Source: an optimization exercise on an open RTL-to-GDS flow (aim: small area, a short achievable clock period and few clock cycles). Production flows keep margins and buffers that such runs may drop. In this exercise RTL edits were held to simulation tests only and were not proved equivalent to the original.

===== run.sh =====
#!/bin/bash
# synth_recipe.tcl (not shown) runs the flow's synth.tcl, then flattens the netlist and writes it again
# the make line also repeats each setting of config.mk as NAME=value (left out here)
make -C /OpenROAD-flow-scripts/flow DESIGN_CONFIG=/design/flow/config.mk WORK_HOME=/design/flow/orfs CLKGATE_MAP_FILE= SYNTH_SCRIPT=/design/flow/synth_recipe.tcl finish

===== config.mk =====
export PLATFORM = sky130hd
export DESIGN_NAME = mips
export DESIGN_NICKNAME = mips
export VERILOG_FILES = /design/flow/design.v
export SDC_FILE = /design/flow/constraint.sdc
export NUM_CORES = 4
export LEC_CHECK = 0
export CAP_MARGIN = 20
export CORE_MARGIN = 2
export CORE_UTILIZATION = 40
export SLEW_MARGIN = 20

===== constraint.sdc =====
create_clock -name core_clock -period 100.0 [get_ports {clk}]
set_input_delay 20.0000 -clock core_clock [delete_from_list [all_inputs] [get_ports {clk}]]
set_output_delay 20.0000 -clock core_clock [all_outputs]
set_load 0.01 [all_outputs]

===== design.v =====
`timescale 1ns / 1ps
module IFU(
        input [31:0] NPC,
        input clk,rst,
        output [31:0] INS,
        output [31:0] PC,
        output [31:0] ins_addr,
        input [31:0] ins_rd
    );
    reg [31:0] PC_reg;
    always @(posedge clk) begin
        if(rst) begin
            PC_reg = 32'h0000_3000;
        end else begin
            PC_reg <= NPC;
        end
    end
    assign PC = PC_reg;
    assign ins_addr = PC_reg;
    assign INS = ins_rd;
endmodule
`timescale 1ns / 1ps
module NPC(
    input [31:0] PC,
    input [31:0] C_PC, 
    input [15:0] IMM16,
    input [25:0] IMM26,
    input [31:0] IMM32,
    input [2:0] NPCOp,
    input EQ,LT,
    input [2:0] NPCCond,
    input stall,
    output [31:0] NPC
    );
    wire [31:0] _norm, _b, _j26, _j32;
    wire _cond, _uncond, _eq, _lt, _gt, _le, _ge, _ne;
    wire [31:0] _NPC, _NPC_temp;
    assign _norm = C_PC + 4,
           _b = PC + 4 + {{14{IMM16[15]}},IMM16,{2{1'b0}}},
           _j26 = {PC[31:28],IMM26,{2{1'b0}}},
           _j32 = IMM32;
    assign _uncond = 1'b1,
           _eq = EQ,
           _ne = !EQ,
           _lt = LT,
           _gt = !EQ & !LT,
           _le = LT | EQ,
           _ge = !LT;
    assign _cond = (NPCCond == 3'b101) ? _uncond : 
                   (NPCCond == 3'b110) ? _ne : 
                   (NPCCond == 3'b000) ? _eq : 
                   (NPCCond == 3'b001) ? _lt : 
                   (NPCCond == 3'b010) ? _gt : 
                   (NPCCond == 3'b011) ? _le : _ge;
    assign _NPC_temp = (NPCOp == 3'b000) ? _norm :
                 (NPCOp == 3'b001) ? _b :
                 (NPCOp == 3'b010) ? _j26 : _j32;
    assign _NPC = (_cond) ? _NPC_temp : _norm;
    assign NPC = (stall) ? C_PC : _NPC;
endmodule
`timescale 1ns / 1ps
module CMP(
    input [31:0] A1,A2,
    input CMPSigned,
    output EQ,
    output LT
    );
assign EQ = A1 == A2;
wire LT_signed = $signed(A1) < $signed(A2);
wire LT_unsigned = A1 < A2;
assign LT = (CMPSigned) ? LT_signed : LT_unsigned;
endmodule
`timescale 1ns / 1ps
module EXT(
    input [15:0] A,
    input EXTOp,  
    output [31:0] B
    );
    assign B = EXTOp ? {{16{A[15]}},A} : {{16{1'b0}},A};
endmodule
`timescale 1ns / 1ps
module GRF(
    input [4:0] A1,A2,A3,
    input [31:0] WD,
    input [31:0] PC,
    input GRFWe,
    input clk,rst,
    output [31:0] RD1,RD2
    );
    reg [31:0] GRF_REG [0:31]; 
    integer i;
    always @(posedge clk) begin
        if (rst) begin
            for (i = 0; i < 32; i = i + 1) begin
                GRF_REG[i] <= 32'd0;
            end
        end else if (GRFWe) begin
            GRF_REG[A3] <= (A3 == 5'b0) ? 32'b0 : WD;
        end
    end
    assign RD1 = GRF_REG[A1];
    assign RD2 = GRF_REG[A2];
endmodule
`timescale 1ns / 1ps
module ALU(
    input [31:0] A,B,
    input [4:0] SHAMT,
    input [3:0] ALUOp,
    output reg [31:0] C
    );
    always @(*) begin
        case(ALUOp) 
          4'b0000: C = A + B;
          4'b0001: C = A - B;
          4'b0010: C = A | B;
          4'b0011: C = B << SHAMT;
          4'b0100: C = A & B;
          default: C = A + B;
        endcase
    end
endmodule
`timescale 1ns / 1ps
module MD(
	input clk,rst,
	input start,
	output reg busy,
	input MDOp,
	input MDSigned,
	input MDOvrd,
	input MDOvrdDest,
	input [31:0] D1, D2,
	output [31:0] LO, HI,
	output ovrd_hi, ovrd_lo
    );
	reg [31:0] LO_reg, HI_reg;
	reg [3:0] timer;
	reg status;
	reg ovrd_hi_reg, ovrd_lo_reg;
	reg [63:0] calc_result_reg;
	wire [63:0] calc_result;
	wire [63:0] mul, div;
	wire [63:0] mul_signed, mul_unsigned;
	wire [63:0] div_signed, div_unsigned;
	wire [31:0] q_signed, q_unsigned, r_signed, r_unsigned;
	wire lo_ovrd, hi_ovrd;
	assign mul_signed = $signed(D1) * $signed(D2);
	assign mul_unsigned = D1 * D2;
	assign q_signed = $signed(D1) / $signed(D2);
	assign q_unsigned = D1 / D2;
	assign r_signed = $signed(D1) % $signed(D2);
	assign r_unsigned = D1 % D2;
	assign div_signed = {r_signed,q_signed};
	assign div_unsigned = {r_unsigned,q_unsigned};
	assign mul = (MDSigned) ? mul_signed : mul_unsigned;
	assign div = (MDSigned) ? div_signed : div_unsigned;
	assign calc_result = (MDOp) ? mul : div;
	assign lo_ovrd = MDOvrd & !MDOvrdDest,
		   hi_ovrd = MDOvrd & MDOvrdDest;
	always @(posedge clk) begin
		if(rst) begin
			LO_reg <= 32'b0;
			HI_reg <= 32'b0;
			timer <= 4'b0;
			status <= 1'b0;
			ovrd_hi_reg <= 1'b0;
			ovrd_lo_reg <= 1'b0;
			busy <= 1'b0;
			calc_result_reg <= 64'b0;
		end else begin
			if(lo_ovrd) begin
				LO_reg <= D1;
				ovrd_lo_reg <= 1'b1;
			end
			if(hi_ovrd) begin
				HI_reg <= D1;
				ovrd_hi_reg <= 1'b1;
			end
			if(start) begin
				timer <= (MDOp) ? 4'd4 : 4'd9;  
				status <= 1'b1;
				ovrd_hi_reg <= 1'b0;
				ovrd_lo_reg <= 1'b0;
				calc_result_reg <= calc_result;
				busy <= 1'b1;
			end else if(status) begin
				timer <= timer - 1;
				if(timer == 5'b0) begin
					busy <= 1'b0;
					status <= 1'b0;
					if(!hi_ovrd & !ovrd_hi_reg) HI_reg <= calc_result_reg[63:32];
					if(!lo_ovrd & !ovrd_lo_reg) LO_reg <= calc_result_reg[31:0];
				end
			end
		end
	end
	assign LO = LO_reg, 
		   HI = HI_reg;
	assign ovrd_hi = hi_ovrd | ovrd_hi_reg,
		   ovrd_lo = lo_ovrd | ovrd_lo_reg;
endmodule
`timescale 1ns / 1ps
module DM(
    input DMWe,
    input [1:0] DMOp,
    input DMEXTOp,
    input [31:0] ADDR,WD,
    input [31:0] PC,
    output [31:0] RD,
    output [31:0] data_addr,
    output [31:0] data_wd,
    output reg [3:0] data_byte_we,
    output [31:0] data_pc,
    input [31:0] data_rd
    );
assign data_addr = ADDR,
       data_wd = wd_temp,
       data_pc = PC;
always @(*) begin
    if (DMWe) begin
        case(DMOp)
            2'b00: begin
                data_byte_we = 4'b1111;
            end
            2'b01:begin
                case(ADDR[1])
                    1'b1: data_byte_we = 4'b1100;
                    1'b0: data_byte_we = 4'b0011;
                endcase
            end
            2'b10:begin
                case(ADDR[1:0])
                    2'b11: data_byte_we = 4'b1000;
                    2'b10: data_byte_we = 4'b0100;
                    2'b01: data_byte_we = 4'b0010;
                    2'b00: data_byte_we = 4'b0001;
                endcase
            end
            default: data_byte_we = 4'b0000;
        endcase
    end else begin
        data_byte_we = 4'b0000;
    end
end
wire [31:0] wd_temp;
wire [31:0] wd_half_temp;
wire [31:0] wd_byte_temp;
assign wd_half_temp = (ADDR[1] == 1'b1) ? {WD[15:0],{16{1'b0}}} :
                                          {{16{1'b0}},WD[15:0]};
assign wd_byte_temp = (ADDR[1:0] == 2'b11) ? {WD[7:0],{24{1'b0}}} : 
                      (ADDR[1:0] == 2'b10) ? {{8{1'b0}},WD[7:0],{16{1'b0}}} :
                      (ADDR[1:0] == 2'b01) ? {{16{1'b0}},WD[7:0],{8{1'b0}}} :
                      {{24{1'b0}},WD[7:0]};
assign wd_temp = (DMOp == 2'b00) ? WD :
                 (DMOp == 2'b01) ? wd_half_temp :
                 wd_byte_temp;
wire [15:0] data_rd_half_temp;
wire [7:0] data_rd_byte_temp;
wire [31:0] data_rd_half, data_rd_byte;
assign data_rd_half_temp = (ADDR[1] == 1'b1) ? data_rd[31:16] : 
                                               data_rd[15:0];
assign data_rd_byte_temp = (ADDR[1:0] == 2'b11) ? data_rd[31:24] :
                           (ADDR[1:0] == 2'b10) ? data_rd[23:16] :
                           (ADDR[1:0] == 2'b01) ? data_rd[15:8] :
                           data_rd[7:0];
assign data_rd_half = (DMEXTOp) ? {{16{data_rd_half_temp[15]}},data_rd_half_temp} : 
                                  {{16{1'b0}},data_rd_half_temp};
assign data_rd_byte = (DMEXTOp) ? {{24{data_rd_byte_temp[7]}},data_rd_byte_temp} :
                                  {{24{1'b0}},data_rd_byte_temp};
assign RD = (DMOp == 2'b00) ? data_rd : 
            (DMOp == 2'b01) ? data_rd_half :
                                 data_rd_byte ; 
endmodule
`timescale 1ns / 1ps
module CTRL(
    input [31:0] INS,
    output [4:0] rs,rt,rd,shamt,
    output [15:0] imm16,
    output [25:0] imm26,
    output [3:0] alu_op,
    output [2:0] npc_op,
                 npc_cond,
    output grf_we, 
           ext_signed,
           dm_we,
    output cmp_signed,
    output [1:0] dm_op,
    output dm_ext_signed,
    output [3:0] mgrfa3_c,
                 mgrfwd_c,
                 malub_c,
                 malusa_c,
    output [1:0] mcmpa2_c,
    output forward_e,
    output forward_m,
    output forward_w,
    output [4:0] target,
    output [2:0] forward_src_d,
    output [2:0] forward_src, 
    output [2:0] t_use_rd1, t_use_rd2, t_new,
    output [2:0] set_cond,
    output md_start, md_op, md_signed, md_ovrd, md_ovrd_dest,
    output read_hi, read_lo,
    output neo
    );
    wire [5:0] _opcode, _funct;
    wire [4:0] _rs, _rt, _rd, _shamt;
    wire [15:0] _imm16;
    wire [25:0] _imm26;
    assign _opcode = INS[31:26],  
           _rs = INS[25:21],
           _rt = INS[20:16],
           _rd = INS[15:11],
           _shamt = INS[10:6],
           _funct = INS[5:0];
    assign _imm16 = INS[15:0],  
           _imm26 = INS[25:0];  
       assign rs = _rs,
              rt = _rt,
              rd = _rd,
              shamt = _shamt,
              imm16 = _imm16,
              imm26 = _imm26;
    wire _special;
    wire _add, _sub, _jr, _sll;  
    wire _ori, _lw, _sw, _beq, _lui;  
    wire _jal;  
    wire _and, _andi, _addi, _or;
    wire _lb, _lh, _sb, _sh;
    wire _bne;
    wire _slt, _sltu;
    wire _mult, _multu, _div, _divu;
    wire _mfhi, _mflo, _mthi, _mtlo;
    wire _neo;  
    assign _special = !(|_opcode);
    assign _add = _special & (_funct == 6'b100000),
           _sub = _special & (_funct == 6'b100010),
           _jr = _special & (_funct == 6'b001000),
           _sll = _special & (_funct == 6'b000000);
    assign _ori = (_opcode == 6'b001101),
           _lw = (_opcode == 6'b100011),
           _sw = (_opcode == 6'b101011),
           _beq = (_opcode == 6'b000100),
           _lui = (_opcode == 6'b001111);
    assign _jal = (_opcode == 6'b000011);
    assign _and = _special & (_funct == 6'b100100);
    assign _andi = (_opcode == 6'b001100);
    assign _addi = (_opcode == 6'b001000);
    assign _or = _special & (_funct == 6'b100101);
    assign _lh = (_opcode == 6'b100001);
    assign _sh = (_opcode == 6'b101001);
    assign _lb = (_opcode == 6'b100000);
    assign _sb = (_opcode == 6'b101000);
    assign _slt = _special & (_funct == 6'b101010);
    assign _sltu = _special & (_funct == 6'b101011);
    assign _bne = (_opcode == 6'b000101);
    assign _mult = _special & (_funct == 6'b011000),
           _multu = _special & (_funct == 6'b011001),
           _div = _special & (_funct == 6'b011010),
           _divu = _special & (_funct == 6'b011011);
    assign _mfhi = _special & (_funct == 6'b010000),
           _mflo = _special & (_funct == 6'b010010),
           _mthi = _special & (_funct == 6'b010001),
           _mtlo = _special & (_funct == 6'b010011);
    assign _neo = (_opcode == 6'b111111) & (_funct == 6'b111111);
    assign neo = _neo;
              wire _no_reg_usage;
              assign _no_reg_usage = _lui | _md_read;
                     wire _branch;
                            assign _branch = _beq | _bne;
                     wire _jump;  
                            wire _jump_26, _jump_32;
                                   assign _jump = _jump_26 | _jump_32;
                                          assign _jump_26 = _jal,
                                                 _jump_32 = _jr;
                     wire _cond;
                            wire _cond_eq, _cond_lt, _cond_gt, _cond_le, _cond_ge, _cond_uncond, _cond_ne;
                                   assign _cond = _cond_uncond | _cond_eq | _cond_ne;
                                          assign _cond_uncond = _jal | _jr,
                                                 _cond_ne = _bne,
                                                 _cond_eq = _beq;
                     wire _link;
                            assign _link = _jal;
                     wire _cmp_signed;
                     assign _cmp_signed = _cond | (_set & !_set_unsigned);
                     assign cmp_signed = (_cmp_signed) ? 1'b1 : 1'b0;
                     wire _cmp_with_zero;
                            assign _cmp_with_zero = 1'b0;  
                     wire _cmp_with_signed_imm16;
                            assign _cmp_with_signed_imm16 = _set_imm16;
                     wire _set;
                            wire _set_lt;
                                   assign _set = _set_lt;
                                          assign _set_lt = _slt | _sltu;
                            wire _set_imm16;
                                   assign _set_imm16 = 1'b0;  
                            wire _set_unsigned;
                                   assign _set_unsigned = _sltu;
                     wire _calc;
                            wire _calc_and, _calc_add, _calc_sub, _calc_or, _calc_sll, _calc_imm16, _calc_shift;
                                   assign _calc = _calc_and | _calc_add | _calc_sub | _calc_or | _calc_sll;
                                          assign _calc_and = _and | _andi,
                                                 _calc_add = _add | _memory | _addi,
                                                 _calc_sub = _sub,
                                                 _calc_or = _or | _ori,
                                                 _calc_sll = _sll | _lui,
                                                 _calc_imm16 = _andi | _addi | _ori | _lui | _memory,
                                                 _calc_shift = _sll;
                            wire _calc_zero_ext, _calc_signed_ext;
                                   assign _calc_zero_ext = _andi | _ori,
                                          _calc_signed_ext = _addi;
                     wire _md;
                            assign _md = _md_mult | _md_div | _md_write | _md_read;
                                   wire _md_signed;
                                          assign _md_signed = _mult | _div;
                                   wire _md_mult, _md_div;
                                          assign _md_mult = _mult | _multu,
                                                 _md_div = _div | _divu;
                                   wire _md_write;
                                          wire _md_mthi, _md_mtlo;
                                          assign _md_write = _md_mthi | _md_mtlo;
                                                 assign _md_mthi = _mthi,
                                                        _md_mtlo = _mtlo;
                                   wire _md_read;
                                          wire _md_mfhi, _md_mflo;
                                          assign _md_read = _md_mfhi | _md_mflo;
                                                 assign _md_mfhi = _mfhi,
                                                        _md_mflo = _mflo;
                     wire _memory;
                            wire _memory_read, _memory_write;
                                   assign _memory = _memory_read | _memory_write;
                                          assign _memory_read = _lw | _lh | _lb,
                                                 _memory_write = _sw | _sh | _sb;
                            wire _memory_word, _memory_half, _memory_byte;
                                   assign _memory_word = _lw | _sw,
                                          _memory_half = _lh | _sh,
                                          _memory_byte = _lb | _sb;
                            wire _memory_ext_signed;
                                   assign _memory_ext_signed = _lb | _lh;
              assign forward_e = _set | _link;
              assign forward_m = (_calc & !_memory) | _link | _set | _md_read;
              assign forward_w = (_calc & !_memory_write) | _link | _set | _md_read;
              assign target = ( (_calc & !_calc_imm16) | (_set & !_set_imm16) | _md_read) ? _rd : 
                            ((_calc_imm16 & !_memory_write) | _set_imm16) ? _rt :
                            (_link) ? 5'd31 : 5'b0;
                     wire _src_d_set = _set;
                     wire _src_d_pc_8 = _link;
                     assign forward_src_d = (_src_d_set) ? 3'b000 :
                                            (_src_d_pc_8) ? 3'b001 :
                                            3'b000;
                     wire _src_alu;
                     wire _src_pc_8;
                     wire _src_set;
                     wire _src_hi, _src_lo;
                     assign _src_alu = (_calc & !_memory);
                     assign _src_pc_8 = _link;
                     assign _src_set = _set;
                     assign _src_hi = _md_mfhi;
                     assign _src_lo = _md_mflo;
                     assign forward_src = (_src_hi) ? 3'b011 :
                                          (_src_lo) ? 3'b100 :
                                          (_src_set) ? 3'b010 :
                                          (_src_alu) ? 3'b000 :
                                          (_src_pc_8) ? 3'b001 : 3'b000;  
              assign t_use_rd1 = (_no_reg_usage | _calc_shift) ? 3'd3 :     
                            ( (_calc & !_no_reg_usage & !_calc_shift) | _md_mult | _md_div | _md_write) ? 3'd1 :
                            (_set) ? 3'd0 :
                            3'd0;
              assign t_use_rd2 = (_memory_read | _no_reg_usage | _set_imm16 | _md_write) ? 3'd3 :         
                            (_memory_write) ? 3'd2 :
                            ((_calc & !_no_reg_usage & !_memory) | _md_mult | _md_div ) ? 3'd1 :
                            ((_set & !_set_imm16)) ? 3'd0 :
                            3'd0;
              assign t_new = (_memory_read) ? 3'd2 :
                            ((_calc & !_memory) | _md_read) ? 3'd1 : 
                            (_set) ? 3'd0 :
                            3'd0;
                     wire _npc_op_b, _npc_op_j26, _npc_op_j32;  
                     assign _npc_op_b = _branch,
                            _npc_op_j26 = _jump_26,
                            _npc_op_j32 = _jump_32;
                     wire _npc_cond_uncond, _npc_cond_eq, _npc_cond_lt, _npc_cond_gt, _npc_cond_le, _npc_cond_ge, _npc_cond_ne;
                     assign _npc_cond_uncond = _cond_uncond,
                            _npc_cond_ne = _cond_ne,
                            _npc_cond_eq = _cond_eq;
                            assign npc_op = (_npc_op_b) ? 3'b001 :
                                          (_npc_op_j26) ? 3'b010 :
                                          (_npc_op_j32) ? 3'b011 : 3'b000;
                            assign npc_cond = (_npc_cond_uncond) ? 3'b101 : 
                                              (_npc_cond_ne) ? 3'b110 : 
                                              (_npc_cond_eq) ? 3'b000 : 
                                                               3'b000;  
                     assign mcmpa2_c = (_cmp_with_zero) ? 2'b01 :
                                       (_cmp_with_signed_imm16) ? 2'b10 :
                                       2'b00;
                     wire _ext_signed; 
                     assign _ext_signed = _memory | _cmp_with_signed_imm16 | _calc_signed_ext;
                     assign ext_signed = (_ext_signed) ? 1'b1 : 1'b0;
                     assign set_cond = (_set_lt) ? 3'b00 :
                                       3'b00;
                     wire _alu_and, _alu_add, _alu_sub, _alu_or, _alu_sll;  
                     assign _alu_and = _calc_and,
                            _alu_add = _calc_add, 
                            _alu_sub = _calc_sub,
                            _alu_or = _calc_or,
                            _alu_sll = _calc_sll;
                     assign alu_op = (_alu_and) ? 4'b0100 : 
                                     (_alu_add) ? 4'b0000 :
                                     (_alu_sub) ? 4'b0001 :
                                     (_alu_or) ? 4'b0010 :
                                     (_alu_sll) ? 4'b0011 : 4'b0000;     
                            wire _malub_grf_a2, _malub_ext_b;  
                            assign _malub_grf_a2 = !_calc_imm16,
                                   _malub_ext_b = _calc_imm16;  
                            assign malub_c =  (_malub_grf_a2) ? 3'b000 :
                                              (_malub_ext_b) ? 3'b001 : 
                                              3'b000;
                            wire _malusa_5d16, _malusa_v;  
                            assign _malusa_5d16 = _lui;
                            assign malusa_c = (_malusa_5d16) ? 3'b001 : 3'b000; 
                     assign md_start = _md_mult | _md_div;
                     assign md_op = (_md_mult) ? 1'b1 : 1'b0;
                     assign md_signed = _md_signed;
                     assign md_ovrd = _md_write;
                     assign md_ovrd_dest = (_md_mthi) ? 1'b1 : 1'b0;
                     assign read_hi = _md_mfhi,
                            read_lo = _md_mflo;
                     wire _dm_we;
                     assign _dm_we = _memory_write;
                     assign dm_we = (_dm_we) ? 1'b1 : 1'b0;
                     wire _dm_op_word, _dm_op_half, _dm_op_byte;
                     assign _dm_op_word = _memory_word,
                            _dm_op_half = _memory_half,
                            _dm_op_byte = _memory_byte;
                     assign dm_op = (_dm_op_word) ? 2'b00 :
                                    (_dm_op_half) ? 2'b01 :
                                    2'b10;
                     wire _dm_ext_signed;
                     assign _dm_ext_signed = _memory_ext_signed;
                     assign dm_ext_signed = (_dm_ext_signed) ? 1'b1 : 1'b0;
                     wire _grf_we_n;
                     assign _grf_we_n = _memory_write | (_branch & !_link) | (_jump & !_link) | _md_mult | _md_div | _md_write;
                     assign grf_we = (!_grf_we_n) ? 1'b1 : 1'b0;
                            wire _mgrfa3_rd, _mgrfa3_rt, _mgrfa3_5d31;  
                            assign _mgrfa3_rd = (!_calc_imm16 & !_set_imm16) | _md_read,
                                   _mgrfa3_5d31 = _link,
                                   _mgrfa3_rt = _calc_imm16 | _set_imm16;  
                            assign mgrfa3_c = (_mgrfa3_5d31) ? 3'b010:  
                                          (_mgrfa3_rd) ? 3'b000 : 
                                          (_mgrfa3_rt) ? 3'b001 : 
                                          3'b000;
                            wire  _mgrfwd_dm_rd, _mgrfwd_pc_8, _mgrfwd_set;  
                            wire _mgrfwd_hi, _mgrfwd_lo;
                            assign _mgrfwd_dm_rd = _memory_read,
                                   _mgrfwd_pc_8 = _link,
                                   _mgrfwd_set = _set,
                                   _mgrfwd_hi = _md_mfhi,
                                   _mgrfwd_lo = _md_mflo;
                            assign mgrfwd_c = (_mgrfwd_hi) ? 3'b100 :
                                              (_mgrfwd_lo) ? 3'b101 :
                                              (_mgrfwd_dm_rd) ? 3'b001 :
                                              (_mgrfwd_pc_8) ? 3'b010 : 
                                              (_mgrfwd_set) ? 3'b011 :
                                              3'b000;
endmodule
`timescale 1ns / 1ps
module mips( 
    input clk,
    input reset,
    input [31:0] i_inst_rdata,
    output [31:0] i_inst_addr,
    input [31:0] m_data_rdata,
    output [31:0] m_data_addr, m_data_wdata, m_inst_addr,
    output [3:0] m_data_byteen,
    output w_grf_we,
    output [4:0] w_grf_addr,
    output [31:0] w_grf_wdata,
    output [31:0] w_inst_addr
    );
            wire [31:0] _IFU_NPC;
            wire [31:0] _IFU_INS, _IFU_PC;
        IFU Ifu (
            .NPC(_IFU_NPC),
            .clk(clk), .rst(reset),
            .INS(_IFU_INS),
            .PC(_IFU_PC),
            .ins_addr(i_inst_addr),
            .ins_rd(i_inst_rdata)
        );
            assign _IFU_NPC = _NPC_NPC;
        reg [31:0] C_IFU_INS, C_IFU_PC;
        reg [31:0] C_NPC_NPC;
        always @(posedge clk) begin
            if (reset | (_flush_CD & !_stall)) begin
                C_IFU_INS <= 32'b0;
                C_IFU_PC <= 32'b0;
                C_NPC_NPC <= 32'b0;
            end else begin
                if(!_stall) begin
                    C_IFU_INS <= _IFU_INS;
                    C_IFU_PC <= _IFU_PC;
                    C_NPC_NPC <= _NPC_NPC;
                end
            end
        end
            wire [31:0] _CTRL_D_INS;
            wire [4:0] _CTRL_D_RS, _CTRL_D_RT, _CTRL_D_RD, _CTRL_D_SHAMT; 
            wire [15:0] _CTRL_D_IMM16;
            wire [25:0] _CTRL_D_IMM26;
            wire [3:0] _CTRL_D_ALU_Op;
            wire [2:0] _CTRL_D_NPC_Op,_CTRL_D_NPC_Cond;
            wire _CTRL_D_GRF_We, _CTRL_D_EXT_Signed, _CTRL_D_DM_We;
            wire [3:0] _CTRL_D_MGRFA3_c, _CTRL_D_MGRFWD_c, _CTRL_D_MALUB_c, _CTRL_D_MALUSA_c;
            wire [2:0] _CTRL_D_t_use_rd1, _CTRL_D_t_use_rd2, _CTRL_D_t_new;
            wire _CTRL_D_neo;
            wire [1:0] _CTRL_D_MCMPA2_c;
            wire [2:0] _CTRL_D_SET_Cond;
            wire _CTRL_D_read_hi, _CTRL_D_read_lo;
            wire _CTRL_D_CMP_signed;
        CTRL Ctrl_D (
            .INS(_CTRL_D_INS),
            .rs(_CTRL_D_RS), .rt(_CTRL_D_RT), .rd(_CTRL_D_RD), .shamt(_CTRL_D_SHAMT),
            .imm16(_CTRL_D_IMM16), .imm26(_CTRL_D_IMM26),
            .alu_op(_CTRL_D_ALU_Op), .npc_op(_CTRL_D_NPC_Op), .npc_cond(_CTRL_D_NPC_Cond),
            .grf_we(_CTRL_D_GRF_We), .ext_signed(_CTRL_D_EXT_Signed), .dm_we(_CTRL_D_DM_We),
            .mgrfa3_c(_CTRL_D_MGRFA3_c), .mgrfwd_c(_CTRL_D_MGRFWD_c), .malub_c(_CTRL_D_MALUB_c), .malusa_c(_CTRL_D_MALUSA_c),
            .t_use_rd1(_CTRL_D_t_use_rd1), .t_use_rd2(_CTRL_D_t_use_rd2), .t_new(_CTRL_D_t_new),
            .neo(_CTRL_D_neo),
            .mcmpa2_c(_CTRL_D_MCMPA2_c),
            .set_cond(_CTRL_D_SET_Cond),
            .read_hi(_CTRL_D_read_hi), .read_lo(_CTRL_D_read_lo),
            .cmp_signed(_CTRL_D_CMP_signed)
        );
            assign _CTRL_D_INS = C_IFU_INS;
            wire [4:0] _GRF_A1, _GRF_A2;
            wire [4:0]  _GRF_A3;
            wire [31:0] _GRF_WD;
            wire _GRF_We;
            wire [31:0] _GRF_PC;
            wire [31:0] _GRF_RD1, _GRF_RD2;
        GRF Grf (
            .A1(_GRF_A1), .A2(_GRF_A2), .A3(_GRF_A3),
            .WD(_GRF_WD),
            .GRFWe(_GRF_We),
            .clk(clk), .rst(reset),
            .RD1(_GRF_RD1), .RD2(_GRF_RD2),
            .PC(_GRF_PC)
        );
            assign _GRF_A1 = _CTRL_D_RS,
                   _GRF_A2 = _CTRL_D_RT;
        wire _flush_CD;
        wire _flush_CD_cond;
        assign _flush_CD = 1'b0;  
        wire _stall;
        wire _stall_rd1, _stall_rd2;
        wire _stall_rd1_E, _stall_rd2_E;
        wire _stall_rd1_M, _stall_rd2_M;
        wire _stall_E_cond, _stall_M_cond;
        wire _stall_MD_HI, _stall_MD_LO;
        wire _stall_MD;
        assign _stall_rd1_E_cond = ( $signed(D_t_new) - $signed(_CTRL_D_t_use_rd1) > $signed(3'd0) );
        assign _stall_rd1_M_cond = ( $signed(E_t_new) - $signed(_CTRL_D_t_use_rd1) > $signed(3'd1) );
        assign _stall_rd2_E_cond = ( $signed(D_t_new) - $signed(_CTRL_D_t_use_rd2) > $signed(3'd0) );
        assign _stall_rd2_M_cond = ( $signed(E_t_new) - $signed(_CTRL_D_t_use_rd2) > $signed(3'd1) );
        assign _stall_rd1_E = (_target_E == _GRF_A1) & _stall_rd1_E_cond & (_GRF_A1 != 5'b0);
        assign _stall_rd2_E = (_target_E == _GRF_A2) & _stall_rd2_E_cond & (_GRF_A2 != 5'b0);
        assign _stall_rd1_M = (_target_M == _GRF_A1) & _stall_rd1_M_cond & (_GRF_A1 != 5'b0);
        assign _stall_rd2_M = (_target_M == _GRF_A2) & _stall_rd2_M_cond & (_GRF_A2 != 5'b0);
        assign _stall_rd1 = _stall_rd1_E | _stall_rd1_M;
        assign _stall_rd2 = _stall_rd2_E | _stall_rd2_M;
        assign _stall_MD_HI = (_CTRL_E_MD_Start | (_MD_Busy & !_MD_ovrd_hi)) & (_CTRL_D_read_hi);
        assign _stall_MD_LO = (_CTRL_E_MD_Start | (_MD_Busy & !_MD_ovrd_lo)) & (_CTRL_D_read_lo);
        assign _stall_MD = _stall_MD_HI | _stall_MD_LO;
        assign _stall = _stall_rd1 | _stall_rd2 | _stall_MD;
            wire [31:0] _GRF_RD1_F, _GRF_RD2_F;
            wire _forward_RD1_E_D = (_GRF_A1 == _target_E) & _forward_E & (_GRF_A1 != 5'b0);
            wire _forward_RD2_E_D = (_GRF_A2 == _target_E) & _forward_E & (_GRF_A2 != 5'b0);
            wire _forward_RD1_M_D = (_GRF_A1 == _target_M) & _forward_M & (_GRF_A1 != 5'b0);
            wire _forward_RD2_M_D = (_GRF_A2 == _target_M) & _forward_M & (_GRF_A2 != 5'b0);
            wire _forward_RD1_W_D = (_GRF_A1 == _target_W) & _forward_W & (_GRF_A1 != 5'b0);
            wire _forward_RD2_W_D = (_GRF_A2 == _target_W) & _forward_W & (_GRF_A2 != 5'b0);
            assign _GRF_RD1_F = (_forward_RD1_E_D) ? (_forward_data_E) :
                                (_forward_RD1_M_D) ? (_forward_data_M) :
                                (_forward_RD1_W_D) ? (_GRF_WD) :
                                _GRF_RD1;
            assign _GRF_RD2_F = (_forward_RD2_E_D) ? (_forward_data_E) :
                                (_forward_RD2_M_D) ? (_forward_data_M) :
                                (_forward_RD2_W_D) ? (_GRF_WD) :
                                _GRF_RD2;
            wire [31:0] _NPC_PC,_NPC_C_PC;
            wire [15:0] _NPC_IMM16;
            wire [25:0] _NPC_IMM26;
            wire [31:0] _NPC_IMM32;
            wire [2:0] _NPC_Op, _NPC_Cond;
            wire _NPC_EQ, _NPC_LT;
            wire [31:0] _NPC_NPC;
        NPC Npc (
            .PC(_NPC_PC), .C_PC(_NPC_C_PC),
            .IMM16(_NPC_IMM16), .IMM26(_NPC_IMM26), .IMM32(_NPC_IMM32),
            .NPCOp(_NPC_Op), .NPCCond(_NPC_Cond),
            .EQ(_NPC_EQ), .LT(_NPC_LT),
            .NPC(_NPC_NPC),
            .stall(_stall)
        );
            assign _NPC_PC = C_IFU_PC,
                _NPC_C_PC = _IFU_PC,
                _NPC_Op = _CTRL_D_NPC_Op,
                _NPC_Cond = _CTRL_D_NPC_Cond,
                _NPC_IMM16 = _CTRL_D_IMM16,
                _NPC_IMM26 = _CTRL_D_IMM26,
                _NPC_IMM32 = _GRF_RD1_F,  
                _NPC_EQ = _CMP_EQ,
                _NPC_LT = _CMP_LT;
            wire [15:0] _EXT_A;
            wire _EXT_Signed;
            wire [31:0] _EXT_B;
        EXT Ext (
            .A(_EXT_A),
            .EXTOp(_EXT_Signed),
            .B(_EXT_B)
        );
            assign _EXT_A = _CTRL_D_IMM16,
                _EXT_Signed = _CTRL_D_EXT_Signed;
            wire [31:0] _CMP_A1, _CMP_A2;
            wire _CMP_Signed;
            wire _CMP_EQ, _CMP_LT;
        CMP Cmp (
            .A1(_CMP_A1), .A2(_CMP_A2),
            .EQ(_CMP_EQ), .LT(_CMP_LT),
            .CMPSigned(_CMP_Signed)
        );
            wire [31:0] _MCMPA2;
            assign _MCMPA2 = (_CTRL_D_MCMPA2_c == 2'b01) ? 32'b0 : 
                             (_CTRL_D_MCMPA2_c == 2'b10) ? _EXT_B : 
                             (_CTRL_D_MCMPA2_c == 2'b00) ? _GRF_RD2_F :
                            _GRF_RD2_F;
            assign _CMP_A1 = _GRF_RD1_F,
                   _CMP_A2 = _MCMPA2,
                   _CMP_Signed = _CTRL_D_CMP_signed;
            wire _SET_CMP_EQ, _SET_CMP_LT;
            wire [31:0] _SET_RESULT;
            wire _SET_COND;
            wire _SET_LT;
            assign _SET_LT = _SET_CMP_LT;
            assign _SET_COND = (_CTRL_D_SET_Cond == 3'b00) ? _SET_LT : 
                                _SET_LT;
            assign _SET_RESULT = (_SET_COND) ? 32'd1 : 32'd0;
            assign _SET_CMP_LT = _CMP_LT,
                   _SET_CMP_EQ = _CMP_EQ;
        reg [31:0] D_IFU_INS, D_IFU_PC;
        reg [31:0] D_NPC_NPC;
        reg [31:0] D_EXT_B;
        reg [31:0] D_GRF_RD1, D_GRF_RD2;
        reg [4:0] D_GRF_A1, D_GRF_A2;
        reg D_CMP_EQ, D_CMP_LT;
        reg [2:0] D_t_new;
        reg [31:0] D_SET_RESULT;
        always @(posedge clk) begin
            if (reset | _stall) begin
                D_IFU_INS <= 32'b0;
                D_IFU_PC <= 32'b0;
                D_NPC_NPC <= 32'b0;
                D_EXT_B <= 32'b0;
                D_GRF_RD1 <= 32'b0;
                D_GRF_RD2 <= 32'b0;
                D_CMP_EQ <= 1'b0;
                D_CMP_LT <= 1'b0;
                D_GRF_A1 <= 5'b0;
                D_GRF_A2 <= 5'b0;
                D_t_new <= 3'b0;
                D_SET_RESULT <= 32'b0;
            end else begin
                D_IFU_INS <= C_IFU_INS;
                D_IFU_PC <= C_IFU_PC;
                D_NPC_NPC <= C_NPC_NPC;
                D_EXT_B <= _EXT_B;
                D_GRF_RD1 <= _GRF_RD1_F;
                D_GRF_RD2 <= _GRF_RD2_F;
                D_CMP_EQ <= _CMP_EQ;
                D_CMP_LT <= _CMP_LT;
                D_GRF_A1 <= _GRF_A1;
                D_GRF_A2 <= _GRF_A2;
                D_t_new <= _CTRL_D_t_new;
                D_SET_RESULT <= _SET_RESULT;
            end
        end
            wire [31:0] _CTRL_E_INS;
            wire [4:0] _CTRL_E_RS, _CTRL_E_RT, _CTRL_E_RD, _CTRL_E_SHAMT; 
            wire [15:0] _CTRL_E_IMM16;
            wire [25:0] _CTRL_E_IMM26;
            wire [3:0] _CTRL_E_ALU_Op;
            wire [2:0] _CTRL_E_NPC_Op,_CTRL_E_NPC_Cond;
            wire _CTRL_E_GRF_We, _CTRL_E_EXT_Signed, _CTRL_E_DM_We;
            wire [3:0] _CTRL_E_MGRFA3_c, _CTRL_E_MGRFWD_c, _CTRL_E_MALUB_c, _CTRL_E_MALUSA_c;
            wire [4:0] _target_E;
            wire _forward_E;
            wire [2:0] _forward_E_src;
            wire _CTRL_E_neo;
            wire _CTRL_E_forward_D;
            wire _CTRL_E_MD_Start, _CTRL_E_MD_Op, _CTRL_E_MD_Signed, _CTRL_E_MD_Ovrd, _CTRL_E_MD_Ovrd_Dest;
        CTRL Ctrl_E (
            .INS(_CTRL_E_INS),
            .rs(_CTRL_E_RS), .rt(_CTRL_E_RT), .rd(_CTRL_E_RD), .shamt(_CTRL_E_SHAMT),
            .imm16(_CTRL_E_IMM16), .imm26(_CTRL_E_IMM26),
            .alu_op(_CTRL_E_ALU_Op), 
            .npc_op(_CTRL_E_NPC_Op), .npc_cond(_CTRL_E_NPC_Cond),
            .grf_we(_CTRL_E_GRF_We), .ext_signed(_CTRL_E_EXT_Signed), .dm_we(_CTRL_E_DM_We),
            .mgrfa3_c(_CTRL_E_MGRFA3_c), .mgrfwd_c(_CTRL_E_MGRFWD_c), .malub_c(_CTRL_E_MALUB_c), .malusa_c(_CTRL_E_MALUSA_c),
            .target(_target_E), .forward_e(_forward_E), .forward_src_d(_forward_E_src),
            .neo(_CTRL_E_neo),
            .md_start(_CTRL_E_MD_Start), .md_op(_CTRL_E_MD_Op), .md_signed(_CTRL_E_MD_Signed), .md_ovrd(_CTRL_E_MD_Ovrd), .md_ovrd_dest(_CTRL_E_MD_Ovrd_Dest)
        );
            assign _CTRL_E_INS = D_IFU_INS;
            wire [31:0] _forward_data_E;
            assign _forward_data_E = (_forward_E_src == 3'b000) ? D_SET_RESULT : 
                                     (_forward_E_src == 3'b001) ? (D_IFU_PC + 8) :
                                     D_SET_RESULT; 
            wire [31:0] _D_GRF_RD1_F, _D_GRF_RD2_F;
            wire _forward_RD1_M_E = (D_GRF_A1 == _target_M) & _forward_M & (D_GRF_A1 != 5'b0); 
            wire _forward_RD2_M_E = (D_GRF_A2 == _target_M) & _forward_M & (D_GRF_A2 != 5'b0);
            wire _forward_RD1_W_E = (D_GRF_A1 == _target_W) & _forward_W & (D_GRF_A1 != 5'b0);
            wire _forward_RD2_W_E = (D_GRF_A2 == _target_W) & _forward_W & (D_GRF_A2 != 5'b0);
            assign _D_GRF_RD1_F = (_forward_RD1_M_E) ? (_forward_data_M) :
                                  (_forward_RD1_W_E) ? (_GRF_WD) :
                                  D_GRF_RD1;
            assign _D_GRF_RD2_F = (_forward_RD2_M_E) ? (_forward_data_M) :
                                  (_forward_RD2_W_E) ? (_GRF_WD) :
                                  D_GRF_RD2;
            wire [31:0] _ALU_A, _ALU_B;
            wire [4:0] _ALU_SHAMT;
            wire [3:0] _ALU_Op;
            wire [31:0] _ALU_C;
        ALU Alu (
            .A(_ALU_A), .B(_ALU_B),
            .SHAMT(_ALU_SHAMT),
            .ALUOp(_ALU_Op),
            .C(_ALU_C)
        );
            wire [31:0] _MALUB;
            wire [4:0] _MALUSA;
            assign _MALUB = (_CTRL_E_MALUB_c == 3'b000) ? _D_GRF_RD2_F : D_EXT_B;
            assign _MALUSA = (_CTRL_E_MALUSA_c == 3'b000) ? _CTRL_E_SHAMT : 5'd16;
            assign _ALU_A = _D_GRF_RD1_F,
                _ALU_B = _MALUB,
                _ALU_SHAMT = _MALUSA,
                _ALU_Op = _CTRL_E_ALU_Op;
            wire _MD_Start;
            wire _MD_Op;
            wire _MD_Signed;
            wire _MD_Ovrd, _MD_Ovrd_Dest;
            wire [31:0] _MD_D1, _MD_D2;
            wire _MD_Busy;
            wire [31:0] _MD_LO, _MD_HI;
            wire _MD_ovrd_hi, _MD_ovrd_lo;
        MD Md (
            .clk(clk), .rst(reset),
            .start(_MD_Start), 
            .MDOp(_MD_Op), .MDSigned(_MD_Signed),
            .MDOvrd(_MD_Ovrd), .MDOvrdDest(_MD_Ovrd_Dest),
            .D1(_MD_D1), .D2(_MD_D2),
            .busy(_MD_Busy),
            .LO(_MD_LO), .HI(_MD_HI),
            .ovrd_hi(_MD_ovrd_hi), .ovrd_lo(_MD_ovrd_lo)
        );
        assign _MD_D1 = _D_GRF_RD1_F,
               _MD_D2 = _D_GRF_RD2_F;
        assign _MD_Start = _CTRL_E_MD_Start,
               _MD_Op = _CTRL_E_MD_Op,
               _MD_Signed = _CTRL_E_MD_Signed,
               _MD_Ovrd = _CTRL_E_MD_Ovrd,
               _MD_Ovrd_Dest = _CTRL_E_MD_Ovrd_Dest;
        reg [31:0] E_IFU_INS, E_IFU_PC;
        reg [31:0] E_NPC_NPC;
        reg [31:0] E_EXT_B;
        reg [31:0] E_GRF_RD1, E_GRF_RD2;
        reg E_CMP_EQ, E_CMP_LT;
        reg [31:0] E_ALU_C;
        reg [4:0] E_GRF_A1, E_GRF_A2;
        reg [2:0] E_t_new;
        reg [31:0] E_SET_RESULT;
        reg [31:0] E_HI, E_LO;
        always @(posedge clk) begin
            if (reset) begin
                E_IFU_INS <= 32'b0;
                E_IFU_PC <= 32'b0;
                E_NPC_NPC <= 32'b0;
                E_EXT_B <= 32'b0;
                E_GRF_RD1 <= 32'b0;
                E_GRF_RD2 <= 32'b0;
                E_CMP_EQ <= 1'b0;
                E_CMP_LT <= 1'b0;
                E_ALU_C <= 32'b0;
                E_GRF_A1 <= 5'b0;
                E_GRF_A2 <= 5'b0;
                E_t_new <= 3'b0;
                E_SET_RESULT <= 32'b0;
                E_HI <= 32'b0;
                E_LO <= 32'b0;
            end else begin    
                E_IFU_INS <= D_IFU_INS;
                E_IFU_PC <= D_IFU_PC;
                E_NPC_NPC <= D_NPC_NPC;
                E_EXT_B <= D_EXT_B;
                E_GRF_RD1 <= _D_GRF_RD1_F;
                E_GRF_RD2 <= _D_GRF_RD2_F;
                E_CMP_EQ <= D_CMP_EQ;
                E_CMP_LT <= D_CMP_LT;
                E_ALU_C <= _ALU_C;
                E_GRF_A1 <= D_GRF_A1;
                E_GRF_A2 <= D_GRF_A2;
                E_t_new <= D_t_new;
                E_SET_RESULT <= D_SET_RESULT;
                E_HI <= _MD_HI;
                E_LO <= _MD_LO;
            end
        end
            wire [31:0] _CTRL_M_INS;
            wire [4:0] _CTRL_M_RS, _CTRL_M_RT, _CTRL_M_RD, _CTRL_M_SHAMT; 
            wire [15:0] _CTRL_M_IMM16;
            wire [25:0] _CTRL_M_IMM26;
            wire [3:0] _CTRL_M_ALU_Op;
            wire [2:0] _CTRL_M_NPC_Op,_CTRL_M_NPC_Cond;
            wire _CTRL_M_GRF_We, _CTRL_M_EXT_Signed, _CTRL_M_DM_We;
            wire [1:0] _CTRL_M_DM_Op;
            wire _CTRL_M_DM_EXT_Signed;
            wire [3:0] _CTRL_M_MGRFA3_c, _CTRL_M_MGRFWD_c, _CTRL_M_MALUB_c, _CTRL_M_MALUSA_c;
            wire _forward_M;
            wire [4:0] _target_M;
            wire [2:0] _forward_M_src;
            wire _CTRL_M_neo;
        CTRL Ctrl_M (
            .INS(_CTRL_M_INS),
            .rs(_CTRL_M_RS), .rt(_CTRL_M_RT), .rd(_CTRL_M_RD), .shamt(_CTRL_M_SHAMT),
            .imm16(_CTRL_M_IMM16), .imm26(_CTRL_M_IMM26),
            .alu_op(_CTRL_M_ALU_Op), .npc_op(_CTRL_M_NPC_Op), .npc_cond(_CTRL_M_NPC_Cond),
            .grf_we(_CTRL_M_GRF_We), .ext_signed(_CTRL_M_EXT_Signed), 
            .dm_we(_CTRL_M_DM_We), .dm_op(_CTRL_M_DM_Op), .dm_ext_signed(_CTRL_M_DM_EXT_Signed),
            .mgrfa3_c(_CTRL_M_MGRFA3_c), .mgrfwd_c(_CTRL_M_MGRFWD_c), .malub_c(_CTRL_M_MALUB_c), .malusa_c(_CTRL_M_MALUSA_c),
            .target(_target_M), .forward_m(_forward_M), .forward_src(_forward_M_src),
            .neo(_CTRL_M_neo)
        );
            assign _CTRL_M_INS = E_IFU_INS;
            wire [31:0] _forward_data_M;
            assign _forward_data_M = (_forward_M_src == 3'b011) ? E_HI :
                                     (_forward_M_src == 3'b100) ? E_LO :
                                     (_forward_M_src == 3'b010) ? E_SET_RESULT : 
                                     (_forward_M_src == 3'b000) ? E_ALU_C :
                                     (_forward_M_src == 3'b001) ? (E_IFU_PC + 8) :
                                     E_ALU_C;  
            wire [31:0] _E_GRF_RD1_F, _E_GRF_RD2_F;
            wire _forward_RD1_W_M = (E_GRF_A1 == _target_W) & _forward_W & (E_GRF_A1 != 5'b0);
            wire _forward_RD2_W_M = (E_GRF_A2 == _target_W) & _forward_W & (E_GRF_A2 != 5'b0);
            assign _E_GRF_RD1_F = (_forward_RD1_W_M) ? (_GRF_WD) :
                                E_GRF_RD1;
            assign _E_GRF_RD2_F =  (_forward_RD2_W_M) ? (_GRF_WD) :
                                E_GRF_RD2;
            wire _DM_We;
            wire [31:0] _DM_ADDR;
            wire [31:0] _DM_WD;
            wire [31:0] _DM_RD;
        DM Dm (
            .DMWe(_DM_We), .DMOp(_CTRL_M_DM_Op), .DMEXTOp(_CTRL_M_DM_EXT_Signed),
            .ADDR(_DM_ADDR), .WD(_DM_WD),
            .RD(_DM_RD),
            .PC(E_IFU_PC),
            .data_addr(m_data_addr), .data_wd(m_data_wdata), .data_byte_we(m_data_byteen), .data_pc(m_inst_addr),
            .data_rd(m_data_rdata)
        );
            assign _DM_ADDR = E_ALU_C,
                _DM_WD = _E_GRF_RD2_F,
                _DM_We = _CTRL_M_DM_We;
        reg [31:0] M_IFU_INS, M_IFU_PC;
        reg [31:0] M_NPC_NPC;
        reg [31:0] M_EXT_B;
        reg [31:0] M_GRF_RD1, M_GRF_RD2;
        reg M_CMP_EQ, M_CMP_LT;
        reg [31:0] M_ALU_C;
        reg [31:0] M_DM_RD;
        reg [31:0] M_SET_RESULT;
        reg [31:0] M_HI, M_LO;
        always @(posedge clk) begin
            if (reset) begin
                M_IFU_INS <= 32'b0;
                M_IFU_PC <= 32'b0;
                M_NPC_NPC <= 32'b0;
                M_EXT_B <= 32'b0;
                M_GRF_RD1 <= 32'b0;
                M_GRF_RD2 <= 32'b0;
                M_CMP_EQ <= 1'b0;
                M_CMP_LT <= 1'b0;
                M_ALU_C <= 32'b0;
                M_DM_RD <= 32'b0;
                M_SET_RESULT <= 32'b0;
                M_HI <= 32'b0;
                M_LO <= 32'b0;
            end else begin
                M_IFU_INS <= E_IFU_INS;
                M_IFU_PC <= E_IFU_PC;
                M_NPC_NPC <= E_NPC_NPC;
                M_EXT_B <= E_EXT_B;
                M_GRF_RD1 <= _E_GRF_RD1_F;
                M_GRF_RD2 <= _E_GRF_RD2_F;
                M_CMP_EQ <= E_CMP_EQ;
                M_CMP_LT <= E_CMP_LT;
                M_ALU_C <= E_ALU_C;
                M_DM_RD <= _DM_RD;
                M_SET_RESULT <= E_SET_RESULT;
                M_HI <= E_HI;
                M_LO <= E_LO;
            end
        end
            wire [31:0] _CTRL_W_INS;
            wire [4:0] _CTRL_W_RS, _CTRL_W_RT, _CTRL_W_RD, _CTRL_W_SHAMT; 
            wire [15:0] _CTRL_W_IMM16;
            wire [25:0] _CTRL_W_IMM26;
            wire [3:0] _CTRL_W_ALU_Op;
            wire [2:0] _CTRL_W_NPC_Op,_CTRL_W_NPC_Cond;
            wire _CTRL_W_GRF_We, _CTRL_W_EXT_Signed, _CTRL_W_DM_We;
            wire [3:0] _CTRL_W_MGRFA3_c, _CTRL_W_MGRFWD_c, _CTRL_W_MALUB_c, _CTRL_W_MALUSA_c;
            wire _forward_W;
            wire [4:0] _target_W;
            wire _CTRL_W_neo;
        CTRL Ctrl_W (
            .INS(_CTRL_W_INS),
            .rs(_CTRL_W_RS), .rt(_CTRL_W_RT), .rd(_CTRL_W_RD), .shamt(_CTRL_W_SHAMT),
            .imm16(_CTRL_W_IMM16), .imm26(_CTRL_W_IMM26),
            .alu_op(_CTRL_W_ALU_Op), .npc_op(_CTRL_W_NPC_Op), .npc_cond(_CTRL_W_NPC_Cond),
            .grf_we(_CTRL_W_GRF_We), .ext_signed(_CTRL_W_EXT_Signed), .dm_we(_CTRL_W_DM_We),
            .mgrfa3_c(_CTRL_W_MGRFA3_c), .mgrfwd_c(_CTRL_W_MGRFWD_c), .malub_c(_CTRL_W_MALUB_c), .malusa_c(_CTRL_W_MALUSA_c),
            .target(_target_W), .forward_w(_forward_W),
            .neo(_CTRL_W_neo)
        );
            assign _CTRL_W_INS = M_IFU_INS;
            wire [4:0] _MGRFA3;
            wire [31:0] _MGRFWD;
            assign _MGRFA3 = (_CTRL_W_MGRFA3_c == 3'b010) ? 5'd31 :
                             (_CTRL_W_MGRFA3_c == 3'b001) ? _CTRL_W_RT : _CTRL_W_RD;
            assign _MGRFWD = (_CTRL_W_MGRFWD_c == 3'b100) ? M_HI :
                             (_CTRL_W_MGRFWD_c == 3'b101) ? M_LO :
                             (_CTRL_W_MGRFWD_c == 3'b011) ? M_SET_RESULT :
                             (_CTRL_W_MGRFWD_c == 3'b000) ? M_ALU_C :
                             (_CTRL_W_MGRFWD_c == 3'b001) ? M_DM_RD : M_IFU_PC + 8;
            assign _GRF_A3 = _MGRFA3,
                   _GRF_We = _CTRL_W_GRF_We,
                   _GRF_WD = _MGRFWD,
                   _GRF_PC = M_IFU_PC;
            assign w_grf_addr = _GRF_A3,
                   w_grf_we = _GRF_We,
                   w_grf_wdata = _GRF_WD,
                   w_inst_addr = _GRF_PC;
endmodule

==> run summary <==
status=no timing/DRC/antenna violations; post-synth top area cell=edfxtp_1; final core utilization=46.0%; adder and majority gate portion of the synthesized area=24.4%; CP max stage delay=1.07 ns; Hold Fails Final Rpt=0; placed cells=30500; r2r setup slk=5.28 ns; Hold Crit Depth=2; number of global-route vias before repair=186000; Top FF cell, synth=edfxtp_1; crit path max fanout=30; Hold Crit Class=flop to flop; Remaining DRCs=0; FMAX=10.6 MHz; crit path launch type=flop; Mapped Avg Cell Area=8.80 sq um; YS warnings=10; post-synthesis sequential area ratio=22.5%; Slew Limit Fails=0; Die X=716 um; Largest register FFs=1024; fin crit period=94.72 ns; layout cells sized above 1=15.5%; Final #Nets=27200; Worst-Margin Slew=1.35 ns; Via-to-Cell Ratio=6.17; CTS sink cnt=1766; CP most frequent cell=o21a_1; flip-flop and latch area=0.0457 sq mm; initial DRC count=22400; Cell Rows=261; Worst-Skew Late Latency=0.98 ns; I/O pin count=268; pin count of the biggest net entering global routing=160; Total Wirelength=982 mm; Finished Layout Cells=31000; Worst EP arrival=95.42 ns; reg2reg end=Md.calc_result_reg[19]; met2 WL=426 mm; area of the multi-input gates=0.147 sq mm; CP Data Required Time=100.69 ns; post-synthesis simple-gate area fraction=18.1%; TritonCTS clock tree=built; met1 WL=365 mm; Synth top area share=15.2%; xor and xnor area share after synthesis=4.15%; routability congestion estimate=1.07; Root Driver=clkbuf_16; Post-synth EDFFs=1024; slew margin rel.=9.28%; Compound-Gate Fraction of Synth Area=14.6%; Area contributors post-synth=edfxtp_1 (15%), fa_1 (15%), ha_1 (9.8%), mux4_2 (7.3%), dfxtp_1 (7.3%); crit-path leading delay family=compound AO/OA/AOI/OAI gates; antenna violations before repair=135; Hold Path End=C_IFU_PC[15]; Max Cap Viol=0; Final setup viols=0; largest family of logic cells by synthesized area=adder cells; PortBufs=267; effective utilization at floorplan=40.1%; first-pass GRT wire length=1370 mm; Worst Setup End Kind=flop; Worst Clk Skew=0.136 ns; share of flip-flops with an asynchronous set or reset=0%; WP buf/inv=38; Slowest-stage cell, CP=xnor2_1; Final HPWL DP=748 mm; Reg clk slew, reported paths=0.06 ns; total number of vias=192000; total global-route track usage=37.4%; clk buf depth=4; Crit Path Category=flop to flop; min-delay src=Ifu.PC_reg[15]; period utilisation layout=94.7%; grt ovf=0; synth unique cells=124; Avg WL per Cell=31.6 um; Reg2Reg Depth=465; worst hold slack=0.437 ns; CTS H-tree lvls=4; Synth Cell Area=0.203 sq mm; die area=0.513 sq mm; Vert. Die Dim=716 um; DR top layer=met5; 1st-pass router iterations=7; routed length on met3=106 mm; total CTS buffers=204; FILL cells=48900; Synth-to-Final Area Change=14.7%; mux cell area share after synthesis=9.91%; Core Region=0.505 sq mm; ANT nets after route=0; Worst R2R Start=M_IFU_PC[3]; synthesis-stage register bit count=1766; Syn Inst Count=23000
==> worst register-to-register path, delay by kind of cell (launching register included) <==
kind	cells	cell delay, ns
compound gates	263	50.82
fa+ha+maj	32	9.62
mux	11	3.35
xor+xnor	1	1.07
simple gates	120	22.17
flops	1	0.52
buf+inv	38	6.98
==> kinds of logic after synthesis <==
kind of cell	count (synthesis)
other cells	1
simple gates	8174
compound gates	4560
flops	1766
xor+xnor	961
buf+inv	3351
mux	1157
fa+ha+maj	3068
==> cell usage after synthesis, drive strengths merged (192+ instances only) <==
master,n
mux2i,312
nand2,2542
a31oi,198
nor2b,414
edfxtp,1024
ha,1588
mux4,661
xor2,369
a21oi,1271
clkbuf,1031
o21a,421
xnor2,592
nand2b,192
a21o,347
nor2,2968
inv,2056
nand3,344
nor3,620
fa,1480
o21ai,948
dfxtp,742
buf,247
==> cell usage in the layout, fill, tap and decap left out, types with 338 or more instances in the layout <==
master	count
buf_4	1761
nand3_1	338
xor2_1	369
inv_1	2025
o21ai_0	820
a21o_1	345
a21oi_1	1203
ha_1	1588
dfxtp_1	722
mux4_2	661
xnor2_1	576
o21a_1	417
nor2b_1	407
nand2_1	2489
nor3_1	589
fa_1	1479
edfxtp_1	1024
nor2_1	2934
==> layer usage <==
metal,GRT usage [%],vias up
met5,0,-
met4,27.5,40
met2,56.7,11200
met3,9.56,2889
li1,-,82500
met1,46.0,94900
==> repair_timing <==
item	CTS	global route
gates resized for setup	40	359
hold buffers	0	0
endpoints found under the setup margin	54	64
pin swaps	2	53
buffers inserted	6	53
==> worst max-delay path by stage <==
stage             startpoint                endpoint  cells after the start
3_5_place_dp   M_IFU_INS[30]  Md.calc_result_reg[36]                    491
2_1_floorplan  E_IFU_INS[28]  Md.calc_result_reg[30]                    513
5_1_grt         E_IFU_INS[5]  Md.calc_result_reg[58]                    485
3_3_place_gp   M_IFU_INS[30]  Md.calc_result_reg[36]                    489
6_report         M_IFU_PC[3]  Md.calc_result_reg[19]                    465
==> final cells by class <==
| class | instances | share of cell area [%] |
|---|---|---|
| Multi-Input combinational cell | 18000 | 63.3 |
| Inverter | 2073 | 3.35 |
| Antenna cell | 105 | 0.113 |
| Tap cell | 6706 | 3.61 |
| Timing Repair Buffer | 2060 | 7.06 |
| Clock buffer | 249 | 2.34 |
| Clock inverter | 126 | 0.654 |
| Sequential cell | 1766 | 19.6 |
==> metrics by stage <==
step | TNS (ns) | area, sq um | setup slack, ns
2_1_floorplan | 0 | 203000 | 0.119
3_3_place_gp | -10.15 | 223000 | -0.732
3_5_place_dp | -22.76 | 223000 | -0.915
6_report | 0 | 233000 | 5.28
4_1_cts | 0 | 231000 | 0.00704
5_1_grt | -3.59 | 232000 | -0.398
Testbench counts, summed over its fixed seeds: cycles 33,208.

==> static timing again, ports no longer ideal <==
How much do the figures lean on ideal ports? The routed layout below was timed once more, with nothing changed but the port constraints.
Step 1, drivers: a clkbuf_16 drives clk and a buf_2 each remaining input, both assumed.
Step 2, shift: input delay + t, output delay - t, t = (earliest + latest rising clock arrival at the registers) / 2. This alone moves slack from input paths to output paths.
Three values: no drivers, after step 1, after step 2; two values: the first two.
t (ns): 1.006
setup slack, ns: 5.277 / 5.277 / 5.277
worst setup path at the end: register to register
clock arrival spread, ns: 0.153 / 0.153
worst data-port slew with drivers (ns): 0.17
After both steps this run still meets setup and hold. The setup slack of this run moves by 0.000 ns with the drivers and by 0.000 ns with both steps.
